Background: an optimization exercise with open tools, aiming at a short achievable clock period and few clock cycles. Do not read the settings as production practice. The RTL was checked by simulation tests, not by an equivalence proof against the original design. Power figures rest on the tool's default switching activity, not on a simulated workload.

## flow/config.mk

```make
export PLATFORM = sky130hd
export DESIGN_NAME = minirv_pipe
export DESIGN_NICKNAME = minirv_pipe
export VERILOG_FILES = /design/flow/design.v
export SDC_FILE = /design/flow/constraint.sdc
export NUM_CORES = 4
export LEC_CHECK = 0
export CAP_MARGIN = 20
export CORE_MARGIN = 2
export CORE_UTILIZATION = 40
export PLACE_DENSITY = 0.6
export SLEW_MARGIN = 20
```

## flow/constraint.sdc

```tcl
create_clock -name core_clock -period 10.0 [get_ports {clk}]
set_input_delay 2.0000 -clock core_clock [delete_from_list [all_inputs] [get_ports {clk}]]
set_output_delay 2.0000 -clock core_clock [all_outputs]
set_load 0.01 [all_outputs]
```

## flow/design.v

```verilog
module control(
input rst_cpu,
input [6:0] opcode,
input [2:0] funct3,
input [6:0] funct7,
output reg [2:0] branch,
output reg [2:0] imm_sel,
output reg [1:0] wd_sel,
output reg rd_we,
output reg [2:0] alu_sel,
output reg rs2_sel,
output reg dram_we,
output reg id_re
    );
always@(*) begin
    if(rst_cpu)
        imm_sel = 0;
    else if(opcode == 7'b001_0011 || opcode == 7'b000_0011 || opcode == 7'b110_0111)
        imm_sel = 'b001;
    else if(opcode == 7'b010_0011)
        imm_sel = 'b010;
    else if(opcode == 7'b110_0011)
        imm_sel = 'b011;
    else if(opcode == 7'b011_0111)
        imm_sel = 'b100;
    else if(opcode == 7'b110_1111)
        imm_sel = 'b101;
    else 
        imm_sel = 0;
end   
always@(*) begin
    if(opcode == 7'b001_0011 || opcode == 7'b011_0011)
        wd_sel = 'b00;                                               
    if(opcode == 7'b000_0011)  
        wd_sel = 'b01;                                              
    else if(opcode == 7'b011_0111) 
        wd_sel = 'b11;                                               
    else if(opcode == 7'b110_1111 || opcode == 7'b110_0111) 
        wd_sel = 'b10;                                               
    else 
        wd_sel = 0;
end
always@(*)
begin 
    if(rst_cpu) 
        branch = 0;
    else if(opcode == 7'b110_1111)
        branch = 3'b101;                 
    else if(opcode == 7'b110_0111) 
        branch = 3'b110;                
    else if(opcode == 7'b110_0011)
        begin
            if(funct3 == 3'b000) 
                branch = 3'b001;                    
            else if(funct3 == 3'b101) 
                branch = 3'b011;              
            else if(funct3 == 3'b001) 
                branch = 3'b010;              
            else if(funct3 == 3'b100) 
                branch = 3'b100;              
            else 
                branch = 3'b000;
        end
    else branch = 3'b000;
end
always@(*)
begin
    if(rst_cpu)id_re = 0;
    else if(opcode == 7'b110_1111 || opcode == 7'b011_0111)id_re = 0; 
    else id_re = 1;
end
always@(*) begin
    if(rst_cpu)
        rd_we = 1'b0;
    else if(opcode == 7'b011_0011 || opcode == 7'b001_0011) 
        rd_we = 1'b1;                                    
    else if(opcode == 7'b000_0011 || opcode ==  7'b110_0111 || opcode == 7'b110_1111)
        rd_we = 1'b1;                                    
    else if(opcode == 7'b011_0111) 
        rd_we = 1'b1;                                   
    else 
        rd_we = 1'b0;
end
always@(*) begin
    alu_sel = 'b000;
    if(opcode ==  7'b011_0011) begin
        if(funct3 == 3'b000 && funct7 == 7'b000_0000)            alu_sel = 'b000;
        else if(funct3 == 3'b000 && funct7 == 7'b010_0000)       alu_sel = 'b001;
        else if(funct3 == 3'b001 && funct7 == 7'b000_0000)       alu_sel = 'b101;
        else if(funct3 == 3'b100 && funct7 == 7'b000_0000)       alu_sel = 'b100;
        else if(funct3 == 3'b101 && funct7 == 7'b000_0000)       alu_sel = 'b110;
        else if(funct3 == 3'b101 && funct7 == 7'b010_0000)       alu_sel = 'b111;
        else if(funct3 == 3'b110 && funct7 == 7'b000_0000)       alu_sel = 'b011;
        else if(funct3 == 3'b111 && funct7 == 7'b000_0000)       alu_sel = 'b010;
        else alu_sel = 0;
        end
     else if(opcode == 7'b001_0011) begin
        if(funct3 == 3'b000)                                     alu_sel = 'b000;
        else if(funct3 == 3'b001)                                alu_sel = 'b101;
        else if(funct3 == 3'b100)                                alu_sel = 'b100;
        else if(funct3 == 3'b101 && funct7 == 7'b000_0000)       alu_sel = 'b110;
        else if(funct3 == 3'b101 && funct7 == 7'b010_0000)       alu_sel = 'b111;
        else if(funct3 == 3'b110)                                alu_sel = 'b011;
        else if(funct3 == 3'b111)                                alu_sel = 'b010;
        else alu_sel = 0;
     end
     else if(opcode == 7'b000_0011)                              alu_sel = 'b000; 
     else if(opcode == 7'b110_0111)                              alu_sel = 'b000; 
     else if(opcode == 7'b010_0011)                              alu_sel = 'b000;  
     else if(opcode == 7'b110_0011)                              alu_sel = 'b001; 
end
always@(*) begin
    if(opcode == 7'b011_0011)                                    
        rs2_sel = 1'b0;
    else if(opcode == 7'b110_0011) 
        rs2_sel = 1'b0;
    else 
        rs2_sel = 1'b1;      
end
always@(*) begin
    if(opcode == 7'b010_0011)
        dram_we = 1'b1;
    else 
        dram_we = 1'b0;
end
endmodule
module hazard(
input clk_cpu,
input rst_cpu,
input [4:0]rs1_id,
input [4:0]rs2_id,
input [1:0]wd_sel_ex,
input [4:0]rd_ex,
input [4:0]rd_mem, 
input rd_we_ex,          
input id_re,
input rd_we_mem,
input [4:0]rd_wb,
input rd_we_wb,
output reg [2:0]rD1_sel,
output reg [2:0]rD2_sel,
output reg stop
    );
 reg flag_stop;
    always@(posedge clk_cpu or posedge rst_cpu)
    begin
        if(rst_cpu)
            flag_stop <= 1;
        else if(stop) 
            flag_stop <= 0;     
        else 
            flag_stop <= 1;
    end
always@(*)
begin
	if(rst_cpu == 1)
		rD1_sel = 0;
	else if(rs1_id == rd_ex && rd_we_ex && id_re && rd_ex != 0 && flag_stop) 
		begin if(wd_sel_ex == 'b00 )
			rD1_sel = 'b001 ;
			else
			rD1_sel = 'b010 ;
		end
	else if(rs1_id == rd_mem && rd_we_mem && id_re && rd_mem != 0)
		rD1_sel = 'b011 ;
	else if(rs1_id == rd_wb && rd_we_wb && id_re && rd_wb != 0)
		rD1_sel = 'b100 ;
	else 	rD1_sel = 'b000 ;
end
always@(*)
begin
	if(rst_cpu == 1)
		rD2_sel = 0;
	else if(rs2_id == rd_ex && rd_we_ex && id_re && rd_ex != 0 && flag_stop) 
		begin if(wd_sel_ex == 'b00 )
			rD2_sel = 'b001 ;
			else
			rD2_sel = 'b010 ;
		end
	else if(rs2_id == rd_mem && rd_we_mem && id_re && rd_mem != 0)
		rD2_sel = 'b011 ;
	else if(rs2_id == rd_wb && rd_we_wb && id_re && rd_wb != 0)
		rD2_sel = 'b100 ;
	else 	rD2_sel = 'b000 ;
end
always@(*)
begin		
	if(rst_cpu == 1)
		stop = 0;
	else if(flag_stop && (rs1_id == rd_ex || rs2_id == rd_ex) && rd_we_ex && id_re && wd_sel_ex == 'b01)
		stop = 1;
	else	stop = 0;
end
endmodule
module IF(
input clk_cpu,
input rst_cpu,
input stop,
input pc_sel,
input npc_sel,
input [31:0]pc_imm, 
input [31:0]res_alu,               
input [31:0]inst,               
output reg [31:0]pc
);
always@(posedge clk_cpu or posedge rst_cpu)
begin
    if(rst_cpu) 
        pc <= 32'hffff_fffc;        
    else if(stop)
        pc <= pc;                   
    else if(pc_sel == 'b1) 
        pc <= (res_alu & (~1));       
    else if(npc_sel == 'b1) 
        pc <= pc_imm;
    else 
        pc <= pc + 4;
end
endmodule
module IF_ID(
input clk_cpu,
input rst_cpu,
input [31:0] pc_if,
input [31:0] inst_if,
input flush,
input stop,
output reg[31:0] pc_id,
output reg[31:0] inst_id
);
always@(posedge clk_cpu or posedge rst_cpu)
begin
    if(rst_cpu)
    begin
        inst_id <= 0;
        pc_id <= 32'hffff_fffc;
    end
    else if(stop)begin                             
        inst_id <= inst_id;
        pc_id <= pc_id;
    end                               
    else if(flush) begin                           
        inst_id <= 0;
        pc_id <= 32'hffff_fffc;
    end
    else begin                                    
        pc_id <= pc_if;
        inst_id <= inst_if;
    end
end
endmodule
module ID(                               
input clk_cpu,
input rst_cpu,
input [31:0]inst,                            
input [2:0] imm_sel,
input rd_we_wb,                                
input [31:0] data_wb,                       
input [4:0] rd_wb,
output [31:0] rD1_id,                        
output [31:0] rD2_id,                        
output [31:0] imm_id,                       
output [4:0] rs1_id,
output [4:0] rs2_id,
output [6:0] funct7,
output [2:0] funct3,
output [6:0] opcode,                          
output [4:0] rd_id
);
assign rs1_id = inst[19:15];
assign rs2_id = inst[24:20];
assign funct7 = inst[31:25];
assign funct3 = inst[14:12];
assign opcode = inst[6:0];
assign rd_id = inst[11:7];
assign imm_id = imm_sel == 'b001 ? {{20{inst[31]}},inst[31:20]} : 
            (imm_sel == 'b010 ? {{20{inst[31]}},inst[31:25],inst[11:7]}: 
            (imm_sel == 'b011 ? {{20{inst[31]}},inst[31],inst[7],inst[30:25],inst[11:8]}: 
            (imm_sel == 'b100 ? {inst[31:12],12'b0}:
            {{20{inst[31]}},inst[31],inst[19:12],inst[20],inst[30:21]})));
reg[31:0] Register [31:0];
integer i;
always@(posedge clk_cpu or posedge rst_cpu)           
begin
    if(rst_cpu)
    begin
        for(i = 0;i < 32;i = i + 1)
            Register[i] <= 0;                                   
    end
    else begin
    if(rd_we_wb == 1 && rd_wb != 0)
        begin
            Register[rd_wb] <= data_wb;                       
        end
    end
end
assign rD1_id = (rs1_id == 0) ? 0 : Register[rs1_id];
assign rD2_id = (rs2_id == 0) ? 0 : Register[rs2_id];        
endmodule
module ID_EX(
input clk_cpu,
input rst_cpu,
input rs2_sel_id,
input rd_we_id,
input dram_we_id,
input [2:0] rD1_sel,
input [2:0] rD2_sel,
input [31:0] hazard_ex_res,
input [31:0] hazard_ex_imm,
input [31:0] hazard_mem_data,
input [31:0] hazard_wb_wdata,
input [2:0] alu_sel_id,
input [1:0] wd_sel_id,
input [31:0] pc_id,
input [31:0]rD1_id,
input [31:0]rD2_id,
input [4:0]rd_id,
input [31:0]imm_id,
input [2:0] branch_id,
input flush,
input stop,
output reg rs2_sel_ex,
output reg rd_we_ex,
output reg dram_we_ex,
output reg [1:0] wd_sel_ex,
output reg [2:0] alu_sel_ex,
output reg[31:0] rD1_ex,
output reg[31:0] rD2_ex,
output reg [4:0] rd_ex,
output reg [31:0] pc_ex,
output reg [31:0] imm_ex,
output reg [2:0] branch_ex,
output reg flag_ex
);
always@(posedge clk_cpu or posedge rst_cpu)
begin
    if(rst_cpu)
        flag_ex <= 0;
    else if(flush) 
        flag_ex <= 1;
    else 
        flag_ex <= 0;
end
always@(posedge clk_cpu or posedge rst_cpu)
begin
    if(rst_cpu) 
        branch_ex <= 0;
    else if(stop)
        branch_ex <= branch_ex;
    else if(flush) 
        branch_ex <= 0;
    else 
        branch_ex <= branch_id;
end
always@(posedge clk_cpu or posedge rst_cpu)
begin
    if(rst_cpu) 
        rs2_sel_ex <= 0;
    else if(stop) 
        rs2_sel_ex <= rs2_sel_ex;
    else if(flush) 
        rs2_sel_ex <= 0;
    else 
        rs2_sel_ex <= rs2_sel_id;
end
always@(posedge clk_cpu or posedge rst_cpu)
begin
    if(rst_cpu) 
        alu_sel_ex <= 0;
    else if(stop) 
        alu_sel_ex <= alu_sel_ex;
    else if(flush) 
        alu_sel_ex <= 0;
    else 
        alu_sel_ex <= alu_sel_id;
end
always@(posedge clk_cpu or posedge rst_cpu)
begin
    if(rst_cpu) 
        rd_we_ex <= 0;
    else if(stop)
        rd_we_ex <= rd_we_ex;
    else if(flush) 
        rd_we_ex <= 0;
    else 
        rd_we_ex <= rd_we_id;
end
always@(posedge clk_cpu or posedge rst_cpu)
begin
    if(rst_cpu) 
        dram_we_ex <= 0;
    else if(stop)
        dram_we_ex <= dram_we_ex;
    else if(flush) 
        dram_we_ex <= 0;
    else 
        dram_we_ex <= dram_we_id;
end
always@(posedge clk_cpu or posedge rst_cpu)
begin
    if(rst_cpu) 
        wd_sel_ex <= 0;
    else if(stop) 
        wd_sel_ex <= wd_sel_ex;
    else if(flush) 
        wd_sel_ex <= 0;
    else 
        wd_sel_ex <= wd_sel_id;
end
always@(posedge clk_cpu or posedge rst_cpu)
begin
    if(rst_cpu) 
        rd_ex <= 0;
    else if(stop)
        rd_ex <= rd_ex;
    else if(flush) 
        rd_ex <= 0;
    else 
        rd_ex <= rd_id;
end
always@(posedge clk_cpu or posedge rst_cpu)
begin
    if(rst_cpu)
        pc_ex <= 32'hffff_fffc;
    else if(stop)
        pc_ex <= pc_ex;
    else if(flush) 
        pc_ex <= 32'hffff_fffc;
    else 
        pc_ex <= pc_id;
end
always@(posedge clk_cpu or posedge rst_cpu)
begin
    if(rst_cpu)
        imm_ex <= 0;
    else if(stop)
        imm_ex <= imm_ex;
    else if(flush) 
        imm_ex <= 0;
    else 
        imm_ex <= imm_id;
end
always@(posedge clk_cpu or posedge rst_cpu)
begin
    if(rst_cpu) rD1_ex <= 0;
    else if(stop) rD1_ex <= rD1_ex;
    else if(flush) rD1_ex <= 0;
    else if(rD1_sel == 'b000) rD1_ex <= rD1_id;             
    else if(rD1_sel == 'b001) rD1_ex <= hazard_ex_res;       
    else if(rD1_sel == 'b010) rD1_ex <= hazard_ex_imm;       
    else if(rD1_sel == 'b011) rD1_ex <= hazard_mem_data;     
    else if(rD1_sel == 'b100) rD1_ex <= hazard_wb_wdata;     
end
always@(posedge clk_cpu or posedge rst_cpu)
begin
    if(rst_cpu)rD2_ex <= 0;
    else if(stop) rD2_ex <= rD2_ex;
    else if(flush) rD2_ex <= 0;
    else if(rD2_sel == 'b000) rD2_ex <= rD2_id;
    else if(rD2_sel == 'b001) rD2_ex <= hazard_ex_res;
    else if(rD2_sel == 'b010) rD2_ex <= hazard_ex_imm;
    else if(rD2_sel == 'b011) rD2_ex <= hazard_mem_data;
    else if(rD2_sel == 'b100) rD2_ex <= hazard_wb_wdata;
end
endmodule
module EX(
input rst_cpu,
input [31:0]pc_ex,
input [31:0]rD1_ex, 
input [31:0]rD2_ex,
input [31:0]imm_ex,
input [2:0]alu_sel_ex,
input [2:0]branch_ex,
input rs2_sel_ex,   
output reg [31:0]res_ex,
output [31:0]pc_imm_ex,
output reg flush,
output reg pc_sel,
output reg npc_sel
);
reg [1:0]flag_branch;
wire signed [31:0]data2;
wire signed [31:0]data1;
wire signed [31:0]res_sub;
assign data2 = (rs2_sel_ex == 1'b1 ? imm_ex : rD2_ex);
assign data1 = rD1_ex;
assign res_sub = data1 + (~data2 + 1);  
always@(*) begin                                                           
    if(alu_sel_ex == 'b000)      res_ex = data1 + data2;
    else if(alu_sel_ex == 'b001) res_ex = data1 + ~data2 + 1;
    else if(alu_sel_ex == 'b010) res_ex = data1 & data2;
    else if(alu_sel_ex == 'b011)  res_ex = data1 | data2;
    else if(alu_sel_ex == 'b100) res_ex = data1 ^ data2;
    else if(alu_sel_ex == 'b101) res_ex = (data1 << data2[4:0]);
    else if(alu_sel_ex == 'b110) res_ex = (data1 >> data2[4:0]);
    else if(alu_sel_ex == 'b111) res_ex = (data1 >>> data2[4:0]);
    else res_ex = 0;
    if(res_sub == 0) flag_branch = 'b01;
    else if(data1 < data2) flag_branch = 'b11;
    else if(data1 > data2) flag_branch = 'b10;
    else flag_branch = 0;
end
assign pc_imm_ex = pc_ex + (imm_ex << 1);
always@(*) begin                                                      
    if(rst_cpu)
        flush = 'b0;
    else if(branch_ex == 3'b101)                                     
        flush = 'b1;                                                
    else if(branch_ex == 3'b110)                                     
        flush = 'b1;                                               
    else if(branch_ex == 3'b001 && flag_branch == 'b01)            
        flush = 'b1;
    else if(branch_ex == 3'b010 && flag_branch != 'b01)            
        flush = 'b1;
    else if(branch_ex == 3'b011 && (flag_branch == 'b01 || flag_branch == 'b10))         
        flush = 'b1;
    else if(branch_ex == 3'b100 && flag_branch == 'b11)             
        flush = 'b1;
    else
        flush = 'b0;
end
always@(*)
begin
    if(rst_cpu)
    begin
        pc_sel = 'b0;
        npc_sel = 'b0;
    end
    else if(branch_ex == 3'b101)
    begin
        pc_sel = 'b0;
        npc_sel = 'b1;
    end
    else if(branch_ex == 3'b110)
    begin
        pc_sel = 'b1;
        npc_sel = 'b0;
    end
    else if(branch_ex == 3'b001 && flag_branch == 'b01)
    begin
        pc_sel = 'b0;
        npc_sel = 'b1;
    end
    else if(branch_ex == 3'b010 && flag_branch != 'b01)
    begin
        pc_sel = 'b0;
        npc_sel = 'b1;
    end
    else if(branch_ex == 3'b011 && (flag_branch == 'b01 || flag_branch== 'b10))
        begin
        pc_sel = 'b0;
        npc_sel = 'b1;
    end
    else if(branch_ex == 3'b100 && flag_branch == 'b11)
        begin
        pc_sel = 'b0;
        npc_sel = 'b1;
    end
    else
        begin
        pc_sel = 'b0;
        npc_sel = 'b0;
    end    
end
endmodule
module EX_MEM(
input clk_cpu,
input rst_cpu,
input dram_we_ex,
input rd_we_ex,
input [1:0] wd_sel_ex,
input [4:0] rd_ex,
input [31:0]res_ex,
input [31:0]rD2_ex,
input [31:0]imm_ex,
input [31:0]pc_ex,
input flag_ex,
output reg[31:0]addr_mem,
output reg rd_we_mem,
output reg dram_we_mem,
output reg [1:0]wd_sel_mem,
output reg [4:0]rd_mem,
output reg [31:0]rD2_mem,
output reg [31:0]imm_mem,
output reg [31:0]pc_mem,
output reg flag_mem
);
always@(posedge clk_cpu or posedge rst_cpu) begin
    if(rst_cpu) begin
        addr_mem <= 0;
        rd_we_mem <= 0;
        dram_we_mem <= 0;
        wd_sel_mem <= 0;
        rd_mem <= 0;
        rD2_mem <= 0;
        imm_mem <= 0;
        flag_mem <= 0;
        pc_mem <= 32'hffff_fffc;
    end
    else begin
        addr_mem <= res_ex;
        rd_we_mem <= rd_we_ex;
        dram_we_mem <= dram_we_ex;
        wd_sel_mem <= wd_sel_ex;
        rd_mem <= rd_ex;
        rD2_mem <= rD2_ex;
        imm_mem <= imm_ex;
        flag_mem <= flag_ex;
        pc_mem <= pc_ex;
    end
end
endmodule
module MEM(
input clk_cpu,
input [31:0]addr_mem,
input [31:0]rD2_mem,
input [31:0]imm_mem,
input dram_we_mem,
input [1:0]wd_sel_mem,
input [31:0]dmem_rdata,
output [31:0]wd_data_mem,
output [31:0]hazard_mem_data
);
assign hazard_mem_data = (wd_sel_mem == 'b00 ? addr_mem : (wd_sel_mem == 'b01 ? wd_data_mem : imm_mem));
assign wd_data_mem = dmem_rdata;
endmodule
module MEM_WB(
input clk_cpu,
input rst_cpu,
input rd_we_mem,
input [1:0]wd_sel_mem,
input [31:0]wd_data_mem,
input [31:0]addr_mem,
input [31:0]imm_mem,
input [31:0]pc_mem,
input [4:0] rd_mem,
input flag_mem,
output reg rd_we_wb,
output reg[31:0]data_wb,
output reg[4:0]rd_wb,
output reg [31:0]pc_wb,
output reg have_inst
);
always@(posedge clk_cpu or posedge rst_cpu)
begin
    if(rst_cpu)
        have_inst <= 0;
    else if(pc_wb != pc_mem && ~flag_mem)
        have_inst <= 1;
    else 
        have_inst <= 0;
end
always@(posedge clk_cpu or posedge rst_cpu)
begin
    if(rst_cpu)
        rd_we_wb <= 0;
    else 
        rd_we_wb <= rd_we_mem;
end
always@(posedge clk_cpu or posedge rst_cpu)
begin
    if(rst_cpu)
        rd_wb <= 0;
    else 
        rd_wb <= rd_mem;
end
always@(posedge clk_cpu or posedge rst_cpu)
begin
    if(rst_cpu)
        pc_wb <= 32'hffff_fffc;
    else 
        pc_wb <= pc_mem;
end
always@(posedge clk_cpu or posedge rst_cpu)
begin
    if(rst_cpu) 
        data_wb <= 0;
    else 
    case(wd_sel_mem)
    'b00:data_wb <= addr_mem;
    'b11:data_wb <= imm_mem;
    'b10:data_wb <= pc_mem + 4;
    'b01:data_wb <= wd_data_mem;
    endcase
end
endmodule
module minirv_pipe(
    input clk,
    input rst_n,
    output [13:0] imem_addr,             
    input  [31:0] imem_rdata,            
    output [13:0] dmem_addr,             
    output [31:0] dmem_wdata,            
    output        dmem_we,               
    input  [31:0] dmem_rdata,            
    output        debug_wb_have_inst,    
    output [31:0] debug_wb_pc,           
    output        debug_wb_ena,          
    output [4:0]  debug_wb_reg,          
    output [31:0] debug_wb_value         
);
wire [31:0]inst;
wire [31:0]res;
wire [31:0]wdata;
wire dram_we;
wire [31:0]rdata;
wire [31:0]pc;
assign debug_wb_pc = pc_wb;
assign debug_wb_ena =rd_we_wb ;
assign debug_wb_value =data_wb ;
assign debug_wb_reg = rd_wb;
assign debug_wb_have_inst = have_inst;
wire [31:0] pc_if;
wire [31:0] addr_mem;
wire [31:0] rD2_mem;
wire dram_we_mem;
wire [31:0] pc_wb;
wire rd_we_wb ;
wire [4:0]  rd_wb;
wire [31:0] data_wb ;
wire have_inst;
assign pc = pc_if;
assign res = addr_mem;
assign wdata = rD2_mem;
assign dram_we = dram_we_mem;
wire rst_cpu;
assign rst_cpu = ~rst_n;
wire [31:0]inst_if;
assign inst_if = inst;
wire [31:0]pc_id;
wire [31:0]inst_id;
wire rs2_sel_id;
wire rd_we_id;
wire dram_we_id;
wire [2:0] alu_sel_id;
wire [1:0] wd_sel_id;
wire [31:0] rD1_id;
wire [31:0] rD2_id;
wire [4:0] rs1_id;
wire [4:0] rs2_id;
wire [4:0] rd_id;
wire [31:0] imm_id;
wire rs2_sel_ex;
wire rd_we_ex;
wire dram_we_ex;
wire[1:0] wd_sel_ex;
wire[2:0] alu_sel_ex;
wire[31:0] rD1_ex;
wire[31:0] rD2_ex;
wire[4:0] rs1_ex;
wire[4:0] rs2_ex;
wire[4:0] rd_ex;
wire[31:0] pc_ex;
wire[31:0] imm_ex;
wire [31:0] pc_imm_ex;
wire[31:0] res_ex;
wire npc_sel_ex;
wire pc_sel_ex;
wire rd_we_mem;
wire[1:0] wd_sel_mem;
wire[4:0] rd_mem;
wire [31:0] wd_data_mem;
wire [31:0] imm_mem;
wire [31:0] pc_mem;
wire [4:0] rs1_mem;
wire [4:0] rs2_mem;
wire flush;
wire [2:0] branch_id;
wire [2:0] branch_ex;
wire [31:0] res_ex_risk;
wire [31:0] imm_ex_risk;
wire [31:0] mem_data_risk;
wire [31:0] wb_data_risk;
wire [2:0] rD1_sel;
wire [2:0] rD2_sel;
wire stop;
wire flag_ex;
wire flag_mem;
wire [6:0]funct7;
wire [2:0]funct3;
wire [6:0]opcode;
wire [2:0]imm_sel;
wire id_re;
assign res_ex_risk = res_ex;
assign imm_ex_risk = imm_ex;
assign wb_data_risk = data_wb;
assign imem_addr = pc[15:2];
assign inst = imem_rdata;
assign dmem_addr = res[15:2];
assign dmem_wdata = wdata;
assign dmem_we = dram_we;
assign rdata = dmem_rdata;
IF u_IF(.clk_cpu(clk),
              .rst_cpu(rst_cpu),
              .stop(stop),
              .pc_sel(pc_sel_ex),
              .npc_sel(npc_sel_ex),
              .pc_imm(pc_imm_ex),
              .res_alu(res_ex),
              .pc(pc_if),
              .inst(inst) );
IF_ID u_IF_ID(.clk_cpu(clk),
              .rst_cpu(rst_cpu),
              .pc_if(pc_if),
              .inst_if(inst_if),
              .flush(flush),
              .stop(stop),
              .pc_id(pc_id),
              .inst_id(inst_id) );
ID u_ID(.clk_cpu(clk),
                .rst_cpu(rst_cpu),
                .inst(inst_id),
                .imm_sel(imm_sel),
                .rd_we_wb(rd_we_wb),
                .data_wb(data_wb),
                .rD1_id(rD1_id),
                .rD2_id(rD2_id),
                .imm_id(imm_id),
                .funct3(funct3),
                .funct7(funct7),
                .opcode(opcode),
                .rd_wb(rd_wb),
                .rd_id(rd_id),
                .rs1_id(rs1_id),
                .rs2_id(rs2_id) );
ID_EX u_ID_EX(.clk_cpu(clk),
              .rst_cpu(rst_cpu),
              .rs2_sel_id(rs2_sel_id),
              .rd_we_id(rd_we_id),
              .dram_we_id(dram_we_id),
              .rD1_sel(rD1_sel),
              .rD2_sel(rD2_sel),
              .hazard_ex_res(res_ex_risk),
              .hazard_ex_imm(imm_ex_risk),
              .hazard_mem_data(mem_data_risk),
              .hazard_wb_wdata(wb_data_risk),
              .alu_sel_id(alu_sel_id),
              .wd_sel_id(wd_sel_id),
              .pc_id(pc_id),
              .rD1_id(rD1_id),
              .rD2_id(rD2_id),
              .rd_id(rd_id),
              .imm_id(imm_id),
              .branch_id(branch_id),
              .flush(flush),
              .stop(stop),
              .rs2_sel_ex(rs2_sel_ex),
              .rd_we_ex(rd_we_ex),
              .dram_we_ex(dram_we_ex),
              .wd_sel_ex(wd_sel_ex),
              .alu_sel_ex(alu_sel_ex),
              .rD1_ex(rD1_ex),
              .rD2_ex(rD2_ex),
              .rd_ex(rd_ex),
              .pc_ex(pc_ex),
              .imm_ex(imm_ex),
              .branch_ex(branch_ex),
              .flag_ex(flag_ex) );
EX u_EX(.rst_cpu(rst_cpu),
                  .pc_ex(pc_ex),
                  .rD1_ex(rD1_ex),
                  .rD2_ex(rD2_ex),
                  .imm_ex(imm_ex),
                  .alu_sel_ex(alu_sel_ex),
                  .branch_ex(branch_ex),
                  .rs2_sel_ex(rs2_sel_ex),
                  .res_ex(res_ex),
                  .pc_imm_ex(pc_imm_ex),
                  .flush(flush),
                  .pc_sel(pc_sel_ex),
                  .npc_sel(npc_sel_ex) );
EX_MEM u_EX_MEM(.clk_cpu(clk),
                .rst_cpu(rst_cpu),
                .dram_we_ex(dram_we_ex),
                .rd_we_ex(rd_we_ex),
                .wd_sel_ex(wd_sel_ex),
                .rd_ex(rd_ex),
                .res_ex(res_ex),
                .rD2_ex(rD2_ex),
                .imm_ex(imm_ex),
                .pc_ex(pc_ex),
                .flag_ex(flag_ex),
                .addr_mem(addr_mem),
                .rd_we_mem(rd_we_mem),
                .dram_we_mem(dram_we_mem),
                .wd_sel_mem(wd_sel_mem),
                .rd_mem(rd_mem),
                .rD2_mem(rD2_mem),
                .imm_mem(imm_mem),
                .pc_mem(pc_mem),
                .flag_mem(flag_mem) );
MEM u_MEM(.clk_cpu(clk),
                .addr_mem(addr_mem),
                .rD2_mem(rD2_mem),
                .imm_mem(imm_mem),
                .dram_we_mem(dram_we_mem),
                .wd_sel_mem(wd_sel_mem),
                .dmem_rdata(rdata),
                .wd_data_mem(wd_data_mem),
                .hazard_mem_data(mem_data_risk) );
MEM_WB u_MEM_WB(.clk_cpu(clk),
                .rst_cpu(rst_cpu),
                .rd_we_mem(rd_we_mem),
                .wd_sel_mem(wd_sel_mem),
                .wd_data_mem(wd_data_mem),
                .addr_mem(addr_mem),
                .imm_mem(imm_mem),
                .pc_mem(pc_mem),
                .rd_mem(rd_mem),
                .flag_mem(flag_mem),
                .rd_we_wb(rd_we_wb),
                .data_wb(data_wb),
                .rd_wb(rd_wb),
                .pc_wb(pc_wb),
                .have_inst(have_inst) );
hazard u_hazard(.clk_cpu(clk),
            .rst_cpu(rst_cpu),
            .rs1_id(rs1_id),
            .rs2_id(rs2_id),
            .wd_sel_ex(wd_sel_ex),
            .rd_ex(rd_ex),
            .rd_mem(rd_mem),
            .rd_we_ex(rd_we_ex),
            .id_re(id_re),
            .rd_we_mem(rd_we_mem),
            .rd_wb(rd_wb),
            .rd_we_wb(rd_we_wb),
            .rD1_sel(rD1_sel),
            .rD2_sel(rD2_sel),
            .stop(stop) );
control u_control(.rst_cpu(rst_cpu),
                  .funct3(funct3),
                  .funct7(funct7),
                  .opcode(opcode),
                  .branch(branch_id),
                  .imm_sel(imm_sel),
                  .wd_sel(wd_sel_id),
                  .rd_we(rd_we_id),
                  .alu_sel(alu_sel_id),
                  .rs2_sel(rs2_sel_id),
                  .dram_we(dram_we_id),
                  .id_re(id_re) );
endmodule
```

## flow/run.sh

```bash
#!/bin/bash
# synth_recipe.tcl (not shown) runs the flow's synth.tcl, then flattens the netlist and writes it again
# the make line also repeats each setting of config.mk as NAME=value (left out here)
make -C /OpenROAD-flow-scripts/flow DESIGN_CONFIG=/design/flow/config.mk WORK_HOME=/design/flow/orfs CLKGATE_MAP_FILE= SYNTH_SCRIPT=/design/flow/synth_recipe.tcl finish
```

==> flow_summary.ini <==
[grt]
grt_util_all_layers_pct = 39.3
antenna_found_initial = 47
grt_max_degree = 189
grt_overflow_total = 0
grt_pass1_wl_um = 569000
first_global_vias = 70400

[layout]
syn_to_final_growth_pct = 13.3
nets = 7709
drive_gt1_share_pct = 25.1
largest_reg_flops = 992
finalNonFillerCells = 10300
max_flop_register = u_ID.Register
multi_input_area_mm2 = 0.0420
fill_cells = 18800
ff_latch_area_mm2 = 0.0363

[synth]
yosysMostFrequentCell = dfrtp_1
synthFlopType = dfrtp_1
ys_top_cells_by_count = dfrtp_1, mux2_2, clkbuf_1, nor2_1, a21oi_1
synth_seq_cells = 1443
syn_area_mm2 = 0.0807
synth_cells = 7573
ys_types = 89
synth_area_leaders = dfrtp_1, mux2_2, dfstp_2
yosysTopAreaCell = dfrtp_1
ys_seq_area_share_pct = 45.0
syn_avg_cell_area_um2 = 10.7
ys_async_sr_fraction_pct = 100
syn_nets = 7789
yosysWarnings = 10
yosysTopAreaCellShare_pct = 40.0
synth_edf_count = 0

[placed_design]
gp_congestion = 1.02
placedCellCount = 9991
port_buffers = 197
hpwlAfterDp_um = 263000

[clock_tree]
clk_latency_ns = 0.85
clk_path_buf_depth = 3
cts_resized = 0
h-tree-depth = 4
cts_tree = yes
cts_buffers = 154
cts_setup_buffers = 0
clkSinkCount = 1443
root_buffer = clkbuf_16
hold_buffers = 0
clk_pin_slew_ns = 0.07

[detailed_routing]
viasPerCell = 7.20
postRouteAntennaNets = 0
wl_per_cell_um = 40.5
drc_errors = 0
wl_um = 416000
dr.first_iter.drc_count = 13800
num_vias = 74100
first_pass_iters = 9

[timing]
fmax_mhz = 126
setup_tns_ns = 0
maxSlewViolCount = 0
fin_skew_ns = 0.0566
slew_headroom_pct = 15.1
finalCritPeriodShare_pct = 79.7
worst_pin_slew_ns = 1.26
hold_slack_ns = 0.375
rsz0062_at_grt = no
setup_viol = 0
min_period_ns = 7.97
hold_viol = 0

[power_and_ir_drop]
report.power.total_mw = 15.3
power_leakage_nw = 40.0
ir_drop_uv = 155
power_density_mw_per_mm2 = 168

[setup_path]
crit_type = register to register
reg2reg_slack_ns = 2.03
r2r_cells = 25
required_ns = 10.71
crit_arrival_ns = 8.67
rr_endpoint = u_IF.pc[0]$_DFFE_PN0P_
critPathCaptureType = register
crit_fanout = 26
r2r-start = u_ID_EX.rs2_sel_ex$_DFFE_PN0N_
startpoint_type = register

[floorplanning]
io_pins = 198
die_h_um = 453
die-area_mm2 = 0.205
core_area_mm2 = 0.200
fp.dieW_um = 453
start_util_pct = 40.3
rows = 164

[hold_path]
holdPathStages = 0
hold_class = register to register
min-delay-start = u_ID_EX.pc_ex[6]$_DFFE_PN1N_
min_to = u_EX_MEM.pc_mem[6]$_DFF_PN1_

[status]
status = no timing/DRC/antenna violations

[flow_run]
cap_violations = 0
==> where the power goes <==
group          total [mW]  internal, mW  switching, mW
Combinational        2.54         0.876           1.67
Sequential           6.72          6.28          0.435
Clock                6.06          3.39           2.67
Total                15.3          10.6           4.77
==> per-stage QoR <==
step                area [um2]  util [%]  worst slack [ns]
floorplan                80700         -              3.72
global placement         86000      43.0              2.24
finish                   91400      45.7              2.03
CTS                      91300      45.6              2.19
global route             91400      45.6              1.80
detailed placement       86000      43.0              2.21
==> worst max-delay path, cell delays in order (launching register included) <==
cell,delay (ns)
dfrtp_2,0.71
buf_4,0.34
mux2i_1,0.49
ha_1,0.69
clkinv_1,0.53
a21oi_1,0.45
o221ai_1,0.19
nor4b_1,0.52
nand4_1,0.20
nor4_1,0.26
nand4_1,0.17
nor4_2,0.59
nand3_1,0.20
a21boi_0,0.17
ha_1,0.34
inv_1,0.04
o21ai_0,0.16
a22o_1,0.16
nand2_1,0.06
inv_1,0.09
nand4_1,0.15
nand2b_2,0.14
buf_4,0.33
buf_4,0.39
o21ai_0,0.18
a32o_1,0.27
==> placed cells by master (no fill, tap or decap), types with 21 or more instances in the layout <==
cell type / instances
o21ai_0: 286
clkbuf_1: 34
o22ai_1: 41
nor3_1: 130
nor4_1: 27
mux2_2: 1057
dfrtp_1: 1284
a22oi_1: 366
mux2i_1: 233
a221oi_1: 256
o31ai_1: 25
and3_1: 40
buf_4: 246
nand2b_1: 27
clkbuf_16: 154
a21o_1: 33
clkdlybuf4s50_1: 196
a21oi_1: 390
a22o_1: 288
inv_1: 122
ha_1: 147
nor2_4: 75
nand2_1: 349
o211ai_1: 49
o22a_1: 64
xor2_1: 61
a222oi_1: 64
xnor2_1: 123
mux4_2: 21
a32o_1: 43
nor2_1: 336
or3_1: 22
a31oi_1: 46
nand3_1: 155
nand4_1: 172
dfstp_2: 151
clkbuf_8: 23
a211oi_1: 72
clkinv_2: 29
nor2b_1: 34
==> how the worst max path moves through the flow <==
| stage | startpoint | endpoint | slack (ns) | cells after the start |
|---|---|---|---|---|
| after floorplan | u_ID_EX.rs2_sel_ex$_DFFE_PN0N_ | u_ID_EX.alu_sel_ex[0]$_DFFE_PN0N_ | 3.72 | 31 |
| after global placement | u_ID_EX.rs2_sel_ex$_DFFE_PN0N_ | u_IF.pc[31]$_DFFE_PN1N_ | 2.24 | 25 |
| after detailed placement | u_ID_EX.rs2_sel_ex$_DFFE_PN0N_ | u_IF.pc[0]$_DFFE_PN0P_ | 2.21 | 25 |
| after CTS | u_ID_EX.rs2_sel_ex$_DFFE_PN0N_ | u_IF.pc[0]$_DFFE_PN0P_ | 2.19 | 25 |
| after global routing | u_ID_EX.rs2_sel_ex$_DFFE_PN0N_ | u_IF.pc[0]$_DFFE_PN0P_ | 1.80 | 25 |
| final | u_ID_EX.rs2_sel_ex$_DFFE_PN0N_ | u_IF.pc[0]$_DFFE_PN0P_ | 2.03 | 25 |
==> kinds of logic (layout without fill, tap and decap cells) <==
logic type | count (synthesis) | count (layout) | share of synthesized area (%)
AND/OR/NAND/NOR | 1481 | 1481 | 8.75
XOR/XNOR | 184 | 184 | 2.00
other | 0 | 12 | 0
multiplexers | 1316 | 1316 | 18.3
AO/OA/AOI/OAI | 2181 | 2181 | 19.6
flip-flops | 1443 | 1443 | 45.0
buffers and inverters | 818 | 861 | 4.05
adder cells (fa/ha/maj) | 150 | 150 | 2.35
==> per-layer routing <==
layer	routed length, um	up-vias	GRT usage [%]	part of all wire [%]
met5	654	-	0.420	0.16
met4	32300	38	25.0	7.8
met3	54400	1819	14.7	13
met2	175000	6145	57.1	42
met1	154000	37400	48.8	37
li1	-	28600	-	-
==> layout make-up <==
class	count	area share, %
diodes	12	0.0328
clock buffers	211	4.70
clock inverters	68	1.05
inverters	130	0.536
multi-input cells	5312	46.0
flip-flops and latches	1443	39.7
well taps	2656	3.63
repair buffers	452	4.37
Testbench counts, summed over its fixed seeds: cycles 144,769.

-- re-timing with driven ports --
How much do the figures lean on ideal ports? The routed layout below was timed once more, with nothing changed but the port constraints.
Step 1 assumes that a clkbuf_16 drives the clock port and a buf_2 every other input.
Step 2 adds t to the input delays and takes it off the output delays; t is the mean of the earliest and latest rising clock arrival at the registers after step 1. Input paths then give back, and output paths get back, about the clock's delay inside the block.
Slacks: no drivers / after step 1 / after step 2; pairs: no drivers / after step 1.
t, ns: 0.910
setup slack, ns: 2.033 / 2.033 / 2.033
slew at the worst register clock pin (ns): 0.07 / 0.07
After both steps this run still meets setup and hold. For this run, drivers alone change the setup slack by 0.000 ns; drivers and shift together by 0.000 ns.
